From an optimization exercise on the open Yosys and OpenROAD flow, aimed at small area; shortcuts taken in it are not production practice. At most, simulation tests tie the RTL to the original design; equivalence was not proved. The RTL of run 2 was laid out without a check of its function. Power and IR drop assume default switching activity.

**config.mk**
```make
export PLATFORM = sky130hd
export DESIGN_NAME = Top_module
export DESIGN_NICKNAME = Top_module
export VERILOG_FILES = /design/flow/design.v
export SDC_FILE = /design/flow/constraint.sdc
export NUM_CORES = 4
export LEC_CHECK = 0
export CAP_MARGIN = 20
export CORE_MARGIN = 2
export CORE_UTILIZATION = 40
export SLEW_MARGIN = 20
```
**constraint.sdc**
```tcl
create_clock -name core_clock -period 10.0 [get_ports {clk}]
set_input_delay 2.0000 -clock core_clock [delete_from_list [all_inputs] [get_ports {clk}]]
set_output_delay 2.0000 -clock core_clock [all_outputs]
set_load 0.01 [all_outputs]
```
**design.v**
```verilog
`timescale 1ns / 1ps
module Top_module(
    input clk,
    input reset,
    input rx,
    output tx,
    output [7:0] command,
    output data
);
    wire [7:0] w_tx_rdata, w_rx_wdata, w_fifo_rx_tx_data;
    wire w_tx_start, w_tx_done, w_rx_done;
    wire w_full_rd, w_empty_wr;
    wire [7:0] w_tx_rx_dataout;
    assign command = w_rx_wdata;
    assign data = w_rx_done;
    fifo_tx U_FIFO_TX (
        .clk(clk),
        .reset(reset),
        .wdata(w_fifo_rx_tx_data),
        .wr(~w_empty_wr),
        .full(w_full_rd),
        .rd(~w_tx_done & ~w_tx_start),
        .rdata(w_tx_rdata),
        .empty(w_tx_start)
    );
    fifo_rx U_FIFO_RX (
        .clk(clk),
        .reset(reset),
        .wdata(w_rx_wdata),
        .wr(w_rx_done),
        .full(),
        .rd(~w_full_rd),
        .rdata(w_fifo_rx_tx_data),
        .empty(w_empty_wr)
    );
    uart_fsm U_Uart_FSM (
        .clk(clk),          
        .rst(reset),          
        .btn_start(~w_tx_start),    
        .tx_data_in(w_tx_rx_dataout),
        .tx_done(w_tx_done),
        .tx(tx),   
        .rx(rx),   
        .rx_done(w_rx_done),      
        .rx_data(w_rx_wdata)
    );
    data_save U_Data_Save(
        .clk(clk),
        .reset(reset),
        .rd(~w_empty_wr),
        .data_in(w_fifo_rx_tx_data),
        .data_out(w_tx_rx_dataout)
    );
endmodule
module data_save(
    input clk,
    input reset,
    input rd,
    input [7:0] data_in,
    output [7:0] data_out
    );
    reg [7:0] data_reg,data_next;
    assign data_out = data_reg;
    always @(posedge clk) begin
        if (reset) begin
            data_reg <=0;
        end
        else begin
            data_reg <= data_next;
        end
    end
    always@(*) begin
        data_next = data_reg;
        if(rd) begin
            data_next = data_in;
        end
    end
endmodule
`timescale 1ns / 1ps
module fifo_rx (
    input clk,
    input reset,
    input [7:0] wdata,
    input wr,
    output full,
    input rd,
    output [7:0] rdata,
    output empty
);
    wire [3:0] waddr, raddr;
    register_file U_REG_FILE (
        .clk(clk),
        .waddr(waddr), 
        .wdata(wdata),
        .wr({~full&wr}),
        .raddr(raddr),
        .rdata(rdata)
    );
    fifo_control_unit U_FIFO_CU (
        .clk(clk),
        .reset(reset),
        .wr(wr),
        .waddr(waddr),
        .full(full),
        .rd(rd),
        .raddr(raddr),
        .empty(empty)
    );
endmodule
module fifo_tx (
    input clk,
    input reset,
    input [7:0] wdata,
    input wr,
    output full,
    input rd,
    output [7:0] rdata,
    output empty
);
    wire [3:0] waddr, raddr;
    register_file U_REG_FILE (
        .clk(clk),
        .waddr(waddr), 
        .wdata(wdata),
        .wr({~full&wr}),
        .raddr(raddr),
        .rdata(rdata)
    );
    fifo_control_unit U_FIFO_CU (
        .clk(clk),
        .reset(reset),
        .wr(wr),
        .waddr(waddr),
        .full(full),
        .rd(rd),
        .raddr(raddr),
        .empty(empty)
    );
endmodule
module register_file (
    input clk,
    input [3:0] waddr,   
    input [7:0] wdata,   
    input wr,
    input [3:0] raddr,
    output [7:0] rdata
);
    reg [7:0] mem[0:2**4-1];   
    always @(posedge clk) begin
        if (wr) begin
            mem[waddr] <= wdata;
        end
    end
    assign rdata = mem[raddr];
endmodule
module fifo_control_unit (
    input clk,
    input reset,
    input wr,
    output [3:0] waddr,  
    output full,
    input rd,
    output [3:0] raddr,
    output empty
);
    reg full_reg, full_next, empty_reg, empty_next;
    reg [3:0] wptr_reg, wptr_next, rptr_reg, rptr_next;
    assign waddr = wptr_reg;
    assign raddr = rptr_reg;
    assign full = full_reg;
    assign empty = empty_reg;
    always @(posedge clk, posedge reset) begin
        if (reset) begin
            full_reg  <= 0;
            empty_reg <= 1;  
            wptr_reg  <= 0;
            rptr_reg  <= 0;
        end else begin
            full_reg  <= full_next;
            empty_reg <= empty_next;
            wptr_reg  <= wptr_next;
            rptr_reg  <= rptr_next;
        end
    end
    always @(*) begin
        full_next  = full_reg;
        empty_next = empty_reg;
        wptr_next  = wptr_reg;
        rptr_next  = rptr_reg;
        case ({wr, rd})      
            2'b01: begin  
                if(empty_reg == 1'b0) begin
                    rptr_next = rptr_reg + 1;
                    full_next = 1'b0;
                    if (wptr_reg == rptr_next) begin
                        empty_next = 1'b1;
                    end
                end
            end 
            2'b10: begin     
                if (full_reg == 1'b0) begin
                    wptr_next = wptr_reg + 1;
                    empty_next = 1'b0;
                    if (wptr_next == rptr_reg) begin
                        full_next = 1'b1;
                    end
                end 
            end
            2'b11: begin
                if (empty_reg == 1'b1) begin     
                    wptr_next = wptr_reg + 1;
                    empty_next = 1'b0;
                end else if (full_reg == 1'b1) begin
                    rptr_next = rptr_reg + 1;
                    full_next = 1'b0;
                end else begin
                    wptr_next = wptr_reg + 1;
                    rptr_next = rptr_reg + 1;
                end
            end
        endcase
    end
endmodule
`timescale 1ns / 1ps
module uart_fsm (
    input        clk,          
    input        rst,          
    input        btn_start,    
    input  [7:0] tx_data_in,
    output       tx_done,
    output       tx,
    input        rx,
    output       rx_done,      
    output [7:0] rx_data
);
    wire w_tick;   
    uart_tx U_UART_TX (
        .clk(clk),
        .rst(rst),
        .tick(w_tick),
        .start_trigger(btn_start),
        .data_in(tx_data_in),   
        .o_tx_done(tx_done),
        .o_tx(tx)
    );
    uart_rx U_Uart_rx (
        .clk(clk),   
        .rst(rst),   
        .tick(w_tick),
        .rx(rx),
        .rx_done(rx_done),
        .rx_data(rx_data)
    );
    baud_tick_gen U_BAUD_Tick_Gen (
        .clk(clk),
        .rst(rst),
        .baud_tick(w_tick)   
    );
endmodule
module uart_tx (
    input clk,   
    input rst,   
    input tick,   
    input start_trigger,   
    input [7:0] data_in,   
    output o_tx_done,
    output o_tx   
);
    parameter IDLE = 0, SEND = 1, START = 2, DATA = 3, STOP = 4;
    reg [3:0] state, next;
    reg tx_reg, tx_next;
    reg tx_done_reg, tx_done_next;
    reg [2:0] bit_count_reg, bit_count_next;
    reg [3:0] tick_count_reg, tick_count_next;
    assign o_tx_done = tx_done_reg;
    assign o_tx = tx_reg;
    always @(posedge clk, posedge rst) begin
        if (rst) begin
            state <= 0;
            tx_reg <= 1'b1;
            tx_done_reg <= 0;
            bit_count_reg <= 0;
        end else begin
            state <= next;
            tx_reg <= tx_next;
            tx_done_reg <= tx_done_next;
            bit_count_reg <= bit_count_next;
            tick_count_reg <= tick_count_next;
        end
    end
    always @(*) begin
        next = state;
        tx_next = tx_reg;
        tx_done_next = tx_done_reg;
        bit_count_next = bit_count_reg;
        tick_count_next = tick_count_reg;
        case (state)
            IDLE: begin
                tx_next = 1'b1;
                tx_done_next = 1'b0;
                tick_count_next = 4'h0;
                if (start_trigger) begin
                    next = SEND;
                end
            end
            SEND: begin
                if (tick == 1'b1) begin
                    next = START;
                end
            end
            START: begin
                tx_done_next = 1'b1;
                tx_next = 1'b0;   
                if (tick == 1'b1) begin
                    if (tick_count_reg == 15) begin
                        next = DATA;
                        bit_count_next = 1'b0;
                        tick_count_next = 1'b0;
                    end else begin
                        tick_count_next = tick_count_reg + 1;
                    end
                end
            end
            DATA: begin
                if (tick == 1'b1) begin
                    tx_next = data_in[bit_count_reg];
                    if (tick_count_reg == 15) begin
                        tick_count_next = 0;  
                        if (bit_count_next == 7) begin
                            next = STOP;
                            bit_count_next = 0;
                        end else begin
                            next = DATA;
                            bit_count_next = bit_count_reg + 1;
                        end
                    end else begin
                        tick_count_next = tick_count_reg + 1;
                    end
                end
            end
            STOP: begin
                tx_next = 1'b1;
                if (tick == 1'b1) begin
                    if (tick_count_next == 15) begin
                        next = IDLE;
                        tick_count_next = 0;
                    end else begin
                        tick_count_next = tick_count_reg + 1;
                    end
                end
            end
        endcase
    end
endmodule
module uart_rx (
    input clk,   
    input rst,   
    input tick,
    input rx,
    output rx_done,
    output [7:0] rx_data
);
    localparam IDLE = 0, START = 1, DATA = 2, STOP = 3;
    reg [1:0] state, next;
    reg rx_done_reg, rx_done_next;
    reg [2:0] bit_count_reg, bit_count_next;
    reg [4:0] tick_count_reg, tick_count_next;  
    reg [7:0] rx_data_reg, rx_data_next;
    assign rx_done = rx_done_reg;
    assign rx_data = rx_data_reg;
    always @(posedge clk, posedge rst) begin
        if (rst) begin
            state <= 0;
            rx_done_reg <= 0;
            rx_data_reg <= 0;
            bit_count_reg <= 0;
            tick_count_reg <= 0;
        end else begin
            state <= next;
            rx_done_reg <= rx_done_next;
            rx_data_reg <= rx_data_next;
            bit_count_reg <= bit_count_next;
            tick_count_reg <= tick_count_next;
        end
    end
    always @(*) begin
        next = state;
        tick_count_next = tick_count_reg;
        bit_count_next = bit_count_reg;
        rx_data_next = rx_data_reg;
        rx_done_next = 1'b0;
        case (state)
            IDLE: begin
                tick_count_next = 0;
                bit_count_next = 0;
                rx_done_next = 1'b0;
                if (rx == 1'b0) begin
                    next = START;
                end
            end
            START: begin
                if (tick == 1'b1) begin
                    if (tick_count_reg == 7) begin
                        next = DATA;
                        tick_count_next = 0;
                    end else begin
                        tick_count_next = tick_count_reg + 1;
                    end
                end
            end
            DATA: begin
                if (tick == 1'b1) begin
                    if (tick_count_reg == 15) begin
                        rx_data_next [bit_count_reg] = rx;
                        if (bit_count_reg == 7) begin
                            next = STOP;
                            tick_count_next = 0;  
                        end else begin
                            next = DATA;    
                            bit_count_next = bit_count_reg + 1;
                            tick_count_next = 0;
                        end
                    end else begin
                        tick_count_next = tick_count_reg + 1;
                    end
                end
            end
            STOP: begin
                    if (tick == 1'b1) begin
                    if (tick_count_reg == 23) begin
                        rx_done_next = 1'b1;
                        next = IDLE;
                    end else begin
                        tick_count_next = tick_count_reg + 1;
                    end
                end
            end
        endcase
    end
endmodule
module baud_tick_gen (
    input  clk,        
    input  rst,        
    output baud_tick   
);
    parameter BAUD_RATE = 9600;   
    localparam BAUD_COUNT = (100_000_000 / BAUD_RATE)/16;  
    reg [$clog2(BAUD_COUNT)-1:0]
        count_reg, count_next;   
    reg tick_reg, tick_next;   
    assign baud_tick = tick_reg;   
    always @(posedge clk, posedge rst) begin
        if (rst == 1) begin
            count_reg <= 0;
            tick_reg  <= 0;
        end else begin
            count_reg <= count_next;
            tick_reg  <= tick_next;
        end
    end
    always @(*) begin
        count_next = count_reg;
        tick_next  = tick_reg;
        if (count_reg == BAUD_COUNT - 1) begin
            count_next = 0;
            tick_next  = 1'b1;   
        end else begin
            count_next = count_reg + 1;
            tick_next  = 1'b0;
        end
    end
endmodule
```
**run.sh**
```bash
#!/bin/bash
# synth_recipe.tcl (not shown) runs the flow's synth.tcl, then flattens the netlist and writes it again
# the make line also repeats each setting of config.mk as NAME=value (left out here)
make -C /OpenROAD-flow-scripts/flow DESIGN_CONFIG=/design/flow/config.mk WORK_HOME=/design/flow/orfs CLKGATE_MAP_FILE= SYNTH_SCRIPT=/design/flow/synth_recipe.tcl finish
```
==> results of run 1 <==
-- power by group --
part           switching [mW]  internal (mW)  leakage (nW)
registers             0.00299          0.869          1.84
clock network           0.317          0.325         0.259
logic                 0.00701        0.00289          1.12
total                   0.327           1.20          3.22
-- cells by family (layout without fill, tap and decap cells) --
| kind of cell | count (synthesis) | count (layout) | share of synthesized area |
|---|---|---|---|
| XOR/XNOR | 41 | 41 | 0.0420 |
| multiplexers | 70 | 70 | 0.108 |
| AO/OA/AOI/OAI | 81 | 81 | 0.0675 |
| adder cells (fa/ha/maj) | 25 | 25 | 0.0352 |
| buffers and inverters | 37 | 65 | 0.0292 |
| AND/OR/NAND/NOR | 147 | 147 | 0.0907 |
| flip-flops | 198 | 198 | 0.627 |
-- synth_stat cells (2+ instances only) --
library cell  instances
a21boi_0              2
a21oi_1               7
a22o_1                2
a22oi_1              16
a31oi_1               2
a32oi_1               8
and2_1               12
and3_1                3
buf_12                5
buf_2                 5
buf_4                 2
buf_6                 3
clkbuf_1              2
clkbuf_2              3
dfrtp_1              55
dfstp_2               3
dfxtp_1               8
edfxtp_1            132
ha_1                 25
inv_1                16
mux2_2                6
mux2_4                3
mux2i_1              43
mux4_1                4
mux4_2               14
nand2_1              30
nand2b_1              6
nand3_1              18
nand3b_1              6
nor2_1               29
nor2b_1               6
nor3_1               10
nor3b_1               4
nor4_1                4
nor4b_1               2
o21ai_0              14
o21ai_1               7
o31ai_1               4
or2_2                 2
or3_1                 3
xnor2_1              24
xor2_1               15
xor2_2                2
-- area by class of cell --
type | instances | share of cell area
sequential | 198 | 0.571
multi-input combinational | 364 | 0.315
clock buffer | 18 | 0.0439
tap | 280 | 0.0358
timing repair buffer | 16 | 0.0154
clock inverter | 14 | 0.0120
inverter | 17 | 0.00653
-- per-layer routing --
metal  vias up  GRT usage  wire (um)
met2       102      0.257       8930
met3        23     0.0420        860
li1       2307          -          -
met5         -          0          0
met4         0     0.0538        353
met1      2499      0.208       8150
-- metrics by stage --
stage | power [mW] | std cells | hold slack (ns) | worst slack (ns) | area, um2
after floorplan | 0.893 | 599 | 0.431 | 6.58 | 8900
after global placement | 0.899 | 875 | 0.450 | 6.60 | 9220
after detailed placement | 0.900 | 875 | 0.462 | 6.55 | 9220
after CTS | 1.54 | 907 | 0.480 | 6.13 | 9770
after global routing | 1.57 | 907 | 0.495 | 6.08 | 9780
final | 1.52 | 907 | 0.476 | 6.19 | 9780
-- worst max-delay path by stage --
stage | end | depth (start not counted)
final | command[4] | 1
after global routing | command[4] | 1
after CTS | command[4] | 1
after detailed placement | U_Uart_FSM.U_Uart_rx.state[1]$_DFFE_PP0P_ | 4
after global placement | U_Uart_FSM.U_Uart_rx.state[1]$_DFFE_PP0P_ | 4
after floorplan | U_FIFO_RX.U_FIFO_CU.full_reg$_DFFE_PP0P_ | 1
==> results by group, run 1 <==
Status
  – Status: no timing/DRC/antenna violations

Setup path
  – R2r setup slk: 7.66 ns
  – Req. time, crit path: 8.00 ns
  – Critical R2R Launch: U_FIFO_RX.U_FIFO_CU.rptr_reg[2]$_DFFE_PP0P_
  – CP top delay family: flip-flops
  – Startpoint Class: register
  – FF-to-FF path depth: 4
  – Worst setup EP type: output pin
  – R2r endpoint: U_Data_Save.data_reg[0]$_SDFFE_PP0N_
  – Data arrival, critical path: 1.81 ns
  – Slowest stage delay, CP: 0.72 ns
  – CP Class: register to output pin
  – CP startpoint: U_Uart_FSM.U_Uart_rx.rx_data_reg[4]$_DFFE_PP0P_
  – WP buf/inv: 1
  – CP Cell Sequence: clkdlybuf4s50_1
  – Critical Path Fanout Max: 18
  – Slowest-stage cell, CP: dfrtp_1

Clock network
  – Clock latency on the worst-skew pair: 0.44 ns
  – Clock sink count: 198
  – Clk slew on worst S/H paths: 0.07 ns
  – TritonCTS clock tree: yes
  – Clock Tree Buf Depth: 2
  – Post-CTS setup repair buffer count: 0
  – Root buf cell: clkbuf_16
  – H-Tree Depth: 4
  – Cts bufs inserted: 17
  – Hold buffers post-CTS: 0
  – CTS resizes: 0

Worst hold path
  – HP Start: U_Data_Save.data_reg[7]$_SDFFE_PP0N_
  – Min-delay worst type: register to register
  – Min-Delay Path Depth: 2
  – WHS Endpoint: U_Data_Save.data_reg[7]$_SDFFE_PP0N_

Detailed routing
  – DR iter-0 viols: 480
  – Initial DRT Pass Iterations: 5
  – WL per Instance: 20.2 um
  – DR vias: 4931
  – # DRC: 0
  – Routed Antenna Nets: 0
  – Detailed-route vias per instance: 5.44
  – Total wire length: 18.3 mm

Floorplan
  – Die ar.: 0.0235 mm2
  – Die H: 153 um
  – Core area: 0.0218 mm2
  – Die X: 153 um
  – Row count: 54
  – Initial Util: 0.408
  – Io pins: 13

Logic synthesis
  – Synth Area per Inst: 14.9 um2
  – Yosys reg bits: 198
  – Synth warn: 6
  – Netlist Area Pre-Place: 0.00890 mm2
  – Mapped Cells: 599
  – Biggest area consumer among synthesized cells: edfxtp_1
  – Top_reg_cell synth: edfxtp_1
  – Post-synth EDFFs: 132
  – Syn nets: 627
  – Synth top area cells: edfxtp_1, dfrtp_1, mux2i_1
  – Synth unique cells: 75
  – Yosys top cell area share: 0.446
  – Register area share after synthesis: 0.627
  – Async SR Flop Fraction: 0.293

Final layout
  – # diodes: 0
  – Most common library cell in the layout ignoring fill and taps: edfxtp_1
  – Most frequent cells in the layout: edfxtp_1, dfrtp_1, mux2i_1, nand2_1, nor2_1
  – Multi-input logic area: 0.00308 mm2
  – Layout overhead on the synthesized area: 9.89%
  – Final core occ: 0.448
  – Layout cells sized above 1: 0.142
  – Reg area: 0.00558 mm2
  – Max FFs per register: 128
  – Fill cells: 1922
  – Final nets: 642

Job
  – Max cap viols: 0

STA
  – Fin. Hold Viols: 0
  – Slew Limit Fails: 0
  – Worst slew margin: 0.279
  – Final Setup Violations: 0
  – Fin Clk Skew: 0.00962 ns
  – Period minus WS final: 3.81 ns
  – Fin Setup TNS: 0 ns
  – Highest Clock Rate: 0.263 GHz
  – Least-Margin Pin Slew: 1.08 ns
  – RSZ-0062 raised after global routing: false
  – Tcrit/Tclk final: 0.381

Place
  – Detail Placement HPWL: 11.7 mm
  – GP Congestion: 0.833
  – Port buffer count: 12

Global routing
  – Global-route usage over all layers: 0.159
  – Grt ovf: 0
  – First-pass GRT wire length: 27.9 mm
  – Largest net degree at the start of global routing: 58
  – Initial antenna violation count: 0
  – Vias in the first global route: 4872

Pwr
  – Leak: 3.22 nW
  – Peak VDD IR: 0.000116 V
  – Cell Pwr Density: 156 mW/mm2
==> run 2, diff against run 1 <==
==> design.v (replaced) <==
`timescale 1ns / 1ps
module Top_module(
    input clk,
    input reset,
    input rx,
    output tx,
    output [7:0] command,
    output data
);
    wire tick;
    wire [7:0] hold;
    baud_tick_gen U_BAUD (
        .clk(clk), .rst(reset), .baud_tick(tick)
    );
    uart_rx U_RX (
        .clk(clk), .rst(reset), .tick(tick), .rx(rx),
        .rx_done(data), .rx_data(command)
    );
    data_save U_HOLD (
        .clk(clk), .ld(data), .data_in(command), .data_out(hold)
    );
    uart_tx U_TX (
        .clk(clk), .rst(reset), .tick(tick), .byte_done(data),
        .data_in(hold), .o_tx(tx)
    );
endmodule
module data_save(
    input clk,
    input ld,
    input [7:0] data_in,
    output reg [7:0] data_out
);
    always @(posedge clk)
        if (ld) data_out <= data_in;
endmodule
`timescale 1ns / 1ps
`timescale 1ns / 1ps
module baud_tick_gen (
    input  clk,
    input  rst,
    output baud_tick
);
    reg [1:0] a;    
    reg [2:0] b;    
    reg [4:0] c;    
    always @(posedge clk, posedge rst) begin
        if (rst) begin
            a <= 2'b00;
            b <= 3'b100;
            c <= 5'b10000;
        end else begin
            a <= {~(a[1] & a[0]), a[1]};
            b <= {b[1:0], b[2] ^ b[1]};
            c <= {c[3:0], c[4] ^ c[2]};
        end
    end
    assign baud_tick = (a == 2'b01) & (b[1:0] == 2'b00) & (c[3:0] == 4'b0000);
endmodule
module uart_rx (
    input clk,
    input rst,
    input tick,
    input rx,
    output reg rx_done,
    output reg [7:0] rx_data
);
    reg [3:0] h, l;
    wire idle = (h == 4'd10);
    wire l15 = (l == 4'd15);
    wire fin = (h == 4'd9) & (l == 4'd7);
    always @(posedge clk, posedge rst) begin
        if (rst) begin
            h <= 4'd10;
            l <= 4'd8;
            rx_done <= 1'b0;
            rx_data <= 8'd0;
        end else begin
            rx_done <= tick & fin;
            if (idle) begin
                if (!rx) h <= 4'd15;
            end else if (tick) begin
                l <= l + 4'd1;
                if (l15 | fin) h <= h + 4'd1;
                if (l15 & ~h[3]) rx_data[h[2:0]] <= rx;
            end
        end
    end
endmodule
module uart_tx (
    input clk,
    input rst,
    input tick,
    input byte_done,
    input [7:0] data_in,
    output reg o_tx
);
    reg [3:0] h, l;
    reg pend;
    wire idle = (h == 4'd9);
    always @(posedge clk, posedge rst) begin
        if (rst) begin
            h <= 4'd9;
            l <= 4'd0;
            pend <= 1'b0;
            o_tx <= 1'b1;
        end else begin
            pend <= byte_done | (pend & ~(idle & tick));
            if (idle) begin
                o_tx <= 1'b1;
                if (tick & pend) h <= 4'd15;
            end else begin
                if (h == 4'd15) o_tx <= 1'b0;
                else if (h[3]) o_tx <= 1'b1;
                else if (tick) o_tx <= data_in[h[2:0]];
                if (tick) begin
                    l <= l + 4'd1;
                    if (l == 4'd15) h <= h + 4'd1;
                end
            end
        end
    end
endmodule
--- a/config.mk
+++ b/config.mk
@@ -6,4 +6,5 @@
 export NUM_CORES = 4
 export LEC_CHECK = 0
+export ABC_AREA = 1
 export CAP_MARGIN = 20
 export CORE_MARGIN = 2
==> results by group, run 2 <==
Status
  – Status: no timing/DRC/antenna violations

STA
  – Fin. Hold Viols: 0
  – Slew Limit Fails: 0
  – Least-Margin Pin Slew: 0.466 ns
  – Period minus WS final: 3.45 ns
  – Tcrit/Tclk final: 0.345
  – Fin Setup TNS: 0 ns
  – Worst slew margin: 0.690
  – RSZ-0062 raised after global routing: false
  – Highest Clock Rate: 0.290 GHz
  – Fin Clk Skew: 0.00495 ns
  – Final Setup Violations: 0

Setup path
  – Req. time, crit path: 8.00 ns
  – R2r endpoint: U_RX.rx_data[7]$_DFFE_PP0P_
  – Slowest-stage cell, CP: clkdlybuf4s50_1
  – Startpoint Class: register
  – FF-to-FF path depth: 10
  – Slowest stage delay, CP: 0.61 ns
  – CP Cell Sequence: clkdlybuf4s50_1
  – Data arrival, critical path: 1.45 ns
  – Critical Path Fanout Max: 10
  – R2r setup slk: 8.17 ns
  – CP Class: register to output pin
  – CP top delay family: buffers and inverters
  – WP buf/inv: 1
  – Critical R2R Launch: U_RX.h[0]$_DFFE_PP0P_
  – Worst setup EP type: output pin

Global routing
  – Vias in the first global route: 1524
  – Largest net degree at the start of global routing: 38
  – First-pass GRT wire length: 7.25 mm
  – Initial antenna violation count: 0
  – Grt ovf: 0
  – Global-route usage over all layers: 0.150

Final layout
  – Layout cells sized above 1: 0.106
  – Final core occ: 0.464
  – Most frequent cells in the layout: nand2_1, nand3_1, dfrtp_1, inv_1, o21ai_0
  – Reg area: 0.00118 mm2
  – # diodes: 0
  – Fill cells: 520
  – Multi-input logic area: 938 um2
  – Cell Count, Final, Fillers Out: 345
  – Final nets: 285
  – Layout overhead on the synthesized area: 12.9%
  – Most common library cell in the layout ignoring fill and taps: nand2_1

Floorplan
  – Die ar.: 0.00620 mm2
  – Die H: 78.7 um
  – Row count: 27
  – Core area: 0.00544 mm2
  – Io pins: 13
  – Initial Util: 0.411
  – Die X: 78.7 um

Logic synthesis
  – Post-synth EDFFs: 8
  – Netlist Area Pre-Place: 0.00223 mm2
  – Mapped Cells: 255
  – Commonest cells in the synthesized netlist: nand2_1, nand3_1, dfrtp_1
  – Top_reg_cell synth: dfrtp_1
  – Register area share after synthesis: 0.527
  – Synth top area cells: dfrtp_1, nand2_1, edfxtp_1
  – Synth warn: 4
  – Synth unique cells: 27
  – Yosys top cell area share: 0.325
  – Syn nets: 268
  – Most frequent cell after synthesis: nand2_1
  – Async SR Flop Fraction: 0.822
  – Yosys reg bits: 45
  – Synth Area per Inst: 8.76 um2
  – Biggest area consumer among synthesized cells: dfrtp_1

Place
  – Dpl cells: 337
  – Detail Placement HPWL: 2.89 mm
  – Port buffer count: 12
  – GP Congestion: 0.798

Clock network
  – Root buf cell: clkbuf_8
  – Hold buffers post-CTS: 0
  – Clock latency on the worst-skew pair: 0.29 ns
  – Clk slew on worst S/H paths: 0.08 ns
  – Cts bufs inserted: 5
  – CTS resizes: 0
  – Post-CTS setup repair buffer count: 0
  – Clock Tree Buf Depth: 2
  – TritonCTS clock tree: yes
  – H-Tree Depth: 2
  – Clock sink count: 45

Worst hold path
  – Min-delay worst type: register to register
  – Min-Delay Path Depth: 0
  – HP Start: U_BAUD.c[0]$_DFF_PP0_
  – WHS Endpoint: U_BAUD.c[1]$_DFF_PP0_

Detailed routing
  – Initial DRT Pass Iterations: 4
  – DR vias: 1659
  – Routed Antenna Nets: 0
  – DR iter-0 viols: 64
  – # DRC: 0
  – Total wire length: 4.02 mm
  – WL per Instance: 11.7 um
  – Detailed-route vias per instance: 4.81

Pwr
  – Peak VDD IR: 0.0000459 V
  – Cell Pwr Density: 119 mW/mm2
  – Leak: 1.22 nW

Job
  – Max cap viols: 0
-- run 2: changes by cell type after synthesis, moves of 14 or more --
cell,change
nand3_1,+17
nand2_1,+48
nor2_1,-20
ha_1,-15
edfxtp_1,-124
xnor2_1,-20
a22oi_1,-16
mux4_2,-14
mux2i_1,-43
dfrtp_1,-26
-- run 2: stage by stage --
stage	setup WS, ns	area [um2]	power (mW)	hold WS, ns
global route	6.47	2520	0.315	0.398
finish	6.55	2520	0.300	0.380
detailed placement	6.72	2440	0.196	0.363
floorplan	7.18	2230	0.193	0.354
CTS	6.52	2520	0.306	0.384
global placement	6.76	2440	0.196	0.358
-- run 2: cells by family after synthesis --
logic type / share of synthesized area
compound gates: 0.0409
xor+xnor: 0.0353
simple gates: 0.288
buf+inv: 0.0532
fa+ha+maj: 0.0560
flops: 0.527
-- run 2: how the worst max path moves through the flow --
stage / startpoint / to / slack (ns) / cells after the start
finish: U_RX.rx_done$_DFF_PP0_ / data / 6.55 / 1
CTS: U_RX.rx_done$_DFF_PP0_ / data / 6.52 / 1
floorplan: reset / U_BAUD.a[0]$_DFF_PP0_ / 7.18 / 1
global route: U_RX.rx_done$_DFF_PP0_ / data / 6.47 / 1
detailed placement: rx / U_RX.rx_data[2]$_DFFE_PP0P_ / 6.72 / 7
global placement: rx / U_RX.rx_data[2]$_DFFE_PP0P_ / 6.76 / 7
-- run 2: layout make-up --
| class | count | area share |
|---|---|---|
| well taps | 72 | 0.0357 |
| repair buffers | 13 | 0.0506 |
| multi-input cells | 179 | 0.372 |
| clock inverters | 2 | 0.00397 |
| flip-flops and latches | 45 | 0.467 |
| inverters | 28 | 0.0422 |
| clock buffers | 6 | 0.0288 |
-- run 2: routing by layer --
metal / vias up / share of wire / track usage
met5: - / 0 / 0
met4: 0 / 0.011 / 0.0561
met3: 4 / 0.044 / 0.0409
met2: 31 / 0.46 / 0.234
met1: 764 / 0.48 / 0.200
li1: 860 / - / -
-- run 2: power by group --
group	internal, mW	switching (mW)
clock	0.0485	0.0595
sequential	0.186	0.000327
combinational	0.00161	0.00370
total	0.236	0.0635
==> run 3, diff against run 2 <==
--- a/design.v
+++ b/design.v
@@ -74,5 +74,4 @@
             l <= 4'd8;
             rx_done <= 1'b0;
-            rx_data <= 8'd0;
         end else begin
             rx_done <= tick & fin;
@@ -82,8 +81,16 @@
                 l <= l + 4'd1;
                 if (l15 | fin) h <= h + 4'd1;
-                if (l15 & ~h[3]) rx_data[h[2:0]] <= rx;
             end
         end
     end
+    wire samp = tick & l15 & ~h[3];
+    genvar i;
+    generate
+        for (i = 0; i < 8; i = i + 1) begin : g_bit
+            always @(posedge clk, posedge rst)
+                if (rst) rx_data[i] <= 1'b0;
+                else if (samp & (h[2:0] == i)) rx_data[i] <= rx;
+        end
+    endgenerate
 endmodule
 module uart_tx (
==> results by group, run 3 <==
Detailed routing
  – Total wire length: 3.76 mm
  – DR iter-0 viols: 73
  – # DRC: 0
  – WL per Instance: 11.5 um
  – Routed Antenna Nets: 0
  – Detailed-route vias per instance: 4.65
  – Initial DRT Pass Iterations: 4
  – DR vias: 1515

Setup path
  – Slowest stage delay, CP: 0.61 ns
  – Stages on the worst setup path: 1
  – CP Class: register to output pin
  – Critical R2R Launch: U_TX.h[0]$_DFFE_PP1P_
  – R2r setup slk: 8.32 ns
  – CP startpoint: U_RX.rx_done$_DFF_PP0_
  – CP Cell Sequence: clkdlybuf4s50_1
  – Critical Path Fanout Max: 10
  – WP buf/inv: 1
  – R2r endpoint: U_TX.h[1]$_DFFE_PP0P_
  – Data arrival, critical path: 1.45 ns
  – FF-to-FF path depth: 8
  – CP top delay family: buffers and inverters
  – Startpoint Class: register
  – Worst setup EP type: output pin
  – Req. time, crit path: 8.00 ns
  – Slowest-stage cell, CP: clkdlybuf4s50_1

Logic synthesis
  – Synth warn: 4
  – Post-synth EDFFs: 8
  – Yosys reg bits: 45
  – Netlist Area Pre-Place: 0.00221 mm2
  – Biggest area consumer among synthesized cells: dfrtp_1
  – Most frequent cell after synthesis: nand2_1
  – Register area share after synthesis: 0.532
  – Synth unique cells: 25
  – Top_reg_cell synth: dfrtp_1
  – Yosys top cell area share: 0.328
  – Mapped Cells: 236
  – Async SR Flop Fraction: 0.822
  – Synth top area cells: dfrtp_1, edfxtp_1, nand2_1
  – Commonest cells in the synthesized netlist: nand2_1, nand3_1, dfrtp_1
  – Synth Area per Inst: 9.36 um2
  – Syn nets: 249

Global routing
  – Grt ovf: 0
  – Global-route usage over all layers: 0.141
  – Vias in the first global route: 1423
  – Largest net degree at the start of global routing: 38
  – First-pass GRT wire length: 6.78 mm
  – Initial antenna violation count: 0

Place
  – GP Congestion: 0.742
  – Cell area after placement: 0.00241 mm2
  – Detail Placement HPWL: 2.72 mm
  – Port buffer count: 12

Status
  – Status: no timing/DRC/antenna violations

STA
  – Fin Clk Skew: 0.00949 ns
  – RSZ-0062 raised after global routing: false
  – Fin Setup TNS: 0 ns
  – Highest Clock Rate: 0.290 GHz
  – Worst slew margin: 0.692
  – Slew Limit Fails: 0
  – Final Setup Violations: 0
  – Least-Margin Pin Slew: 0.462 ns
  – Fin. Hold Viols: 0
  – Tcrit/Tclk final: 0.345
  – Period minus WS final: 3.45 ns

Final layout
  – Most frequent cells in the layout: nand2_1, nand3_1, dfrtp_1, inv_1, clkdlybuf4s50_1
  – Most common library cell in the layout ignoring fill and taps: nand2_1
  – # diodes: 0
  – Post-route cell area: 0.00252 mm2
  – Final nets: 266
  – Layout overhead on the synthesized area: 14.0%
  – Layout cells sized above 1: 0.154

Clock network
  – Root buf cell: clkbuf_8
  – Hold buffers post-CTS: 0
  – Post-CTS setup repair buffer count: 0
  – Clock sink count: 45
  – H-Tree Depth: 2
  – Clk slew on worst S/H paths: 0.08 ns
  – Clock latency on the worst-skew pair: 0.30 ns
  – Cts bufs inserted: 5
  – Clock Tree Buf Depth: 2
  – CTS resizes: 0
  – TritonCTS clock tree: yes

Floorplan
  – Initial Util: 0.409
  – Die H: 78.3 um
  – Io pins: 13
  – Die ar.: 0.00613 mm2
  – Row count: 27
  – Die X: 78.3 um
  – Core area: 0.00541 mm2

Pwr
  – Leak: 1.20 nW
  – Peak VDD IR: 0.0000511 V
  – Cell Pwr Density: 129 mW/mm2

Worst hold path
  – WHS Endpoint: U_BAUD.c[2]$_DFF_PP0_
  – Min-Delay Path Depth: 0
  – Min-delay worst type: register to register
  – HP Start: U_BAUD.c[1]$_DFF_PP0_

Job
  – Max cap viols: 0
==> run 3: layer usage <==
| layer | track usage | vias to the layer above | routed length (um) |
|---|---|---|---|
| met5 | 0 | - | 0 |
| met1 | 0.204 | 700 | 1920 |
| met4 | 0.0526 | 0 | 60 |
| li1 | - | 793 | - |
| met2 | 0.204 | 16 | 1670 |
| met3 | 0.0379 | 6 | 102 |
==> run 3: cell type report <==
class,instances,area (um2)
inverters,27,101
clock inverters,2,35.0
clock buffers,6,72.6
fillers,530,2890
repair buffers,13,128
well taps,72,90.1
flip-flops and latches,45,1180
multi-input cells,161,916
==> run 3: how the worst max path moves through the flow <==
| stage | end |
|---|---|
| after floorplan | U_BAUD.a[0]$_DFF_PP0_ |
| after global placement | U_RX.h[2]$_DFFE_PP0P_ |
| after detailed placement | U_RX.h[2]$_DFFE_PP0P_ |
| after CTS | data |
| after global routing | data |
| final | data |
==> run 3: where the power goes <==
| part | internal, mW | switching, mW | total [mW] | leakage [nW] |
|---|---|---|---|---|
| registers | 0.186 | 0.000166 | 0.186 | 0.534 |
| clock network | 0.0742 | 0.0594 | 0.134 | 0.0552 |
| logic | 0.00142 | 0.00361 | 0.00503 | 0.607 |
| total | 0.262 | 0.0632 | 0.325 | 1.20 |
==> run 3: cells by family after synthesis <==
group / Yosys count / share of synthesized area
adders and majority gates: 10 / 0.0566
and+or+nand+nor: 137 / 0.309
xor gates and xnor gates: 10 / 0.0396
DFF: 45 / 0.532
buffers and inverters: 30 / 0.0532
AOI/OAI and AO/OA: 4 / 0.00906
==> run 3: per-stage QoR <==
step | worst slack [ns] | instances | hold WS [ns] | power [mW] | util
global route | 6.46 | 326 | 0.411 | 0.338 | 0.466
CTS | 6.52 | 326 | 0.387 | 0.328 | 0.466
global placement | 6.75 | 318 | 0.360 | 0.195 | 0.446
detailed placement | 6.74 | 318 | 0.374 | 0.195 | 0.446
finish | 6.55 | 326 | 0.383 | 0.325 | 0.466
floorplan | 7.18 | 236 | 0.354 | 0.193 | -

## re-timing with driven ports
In the flow no input, the clock included, has a driving cell. The finished layouts below were timed again as built, in two steps. Step 1, drivers: a clkbuf_16 drives clk and a buf_2 each remaining input, both assumed. Step 2 moves the port delays by t, midway between the first and last clock arrival at a register: inputs arrive t later, outputs are due t later. That takes back most of the time a late clock gives input paths. a / b / c = ideal / step 1 / step 2; a / b = the first two.
run	t (ns)	setup slack, ns	pins driven straight from the clock port
run 1	0.483	6.194 / 6.146 / 6.516	1
run 2	0.320	6.547 / 6.518 / 6.676	1
run 3	0.319	6.554 / 6.527 / 6.730	1
After both steps every run listed still meets setup and hold.
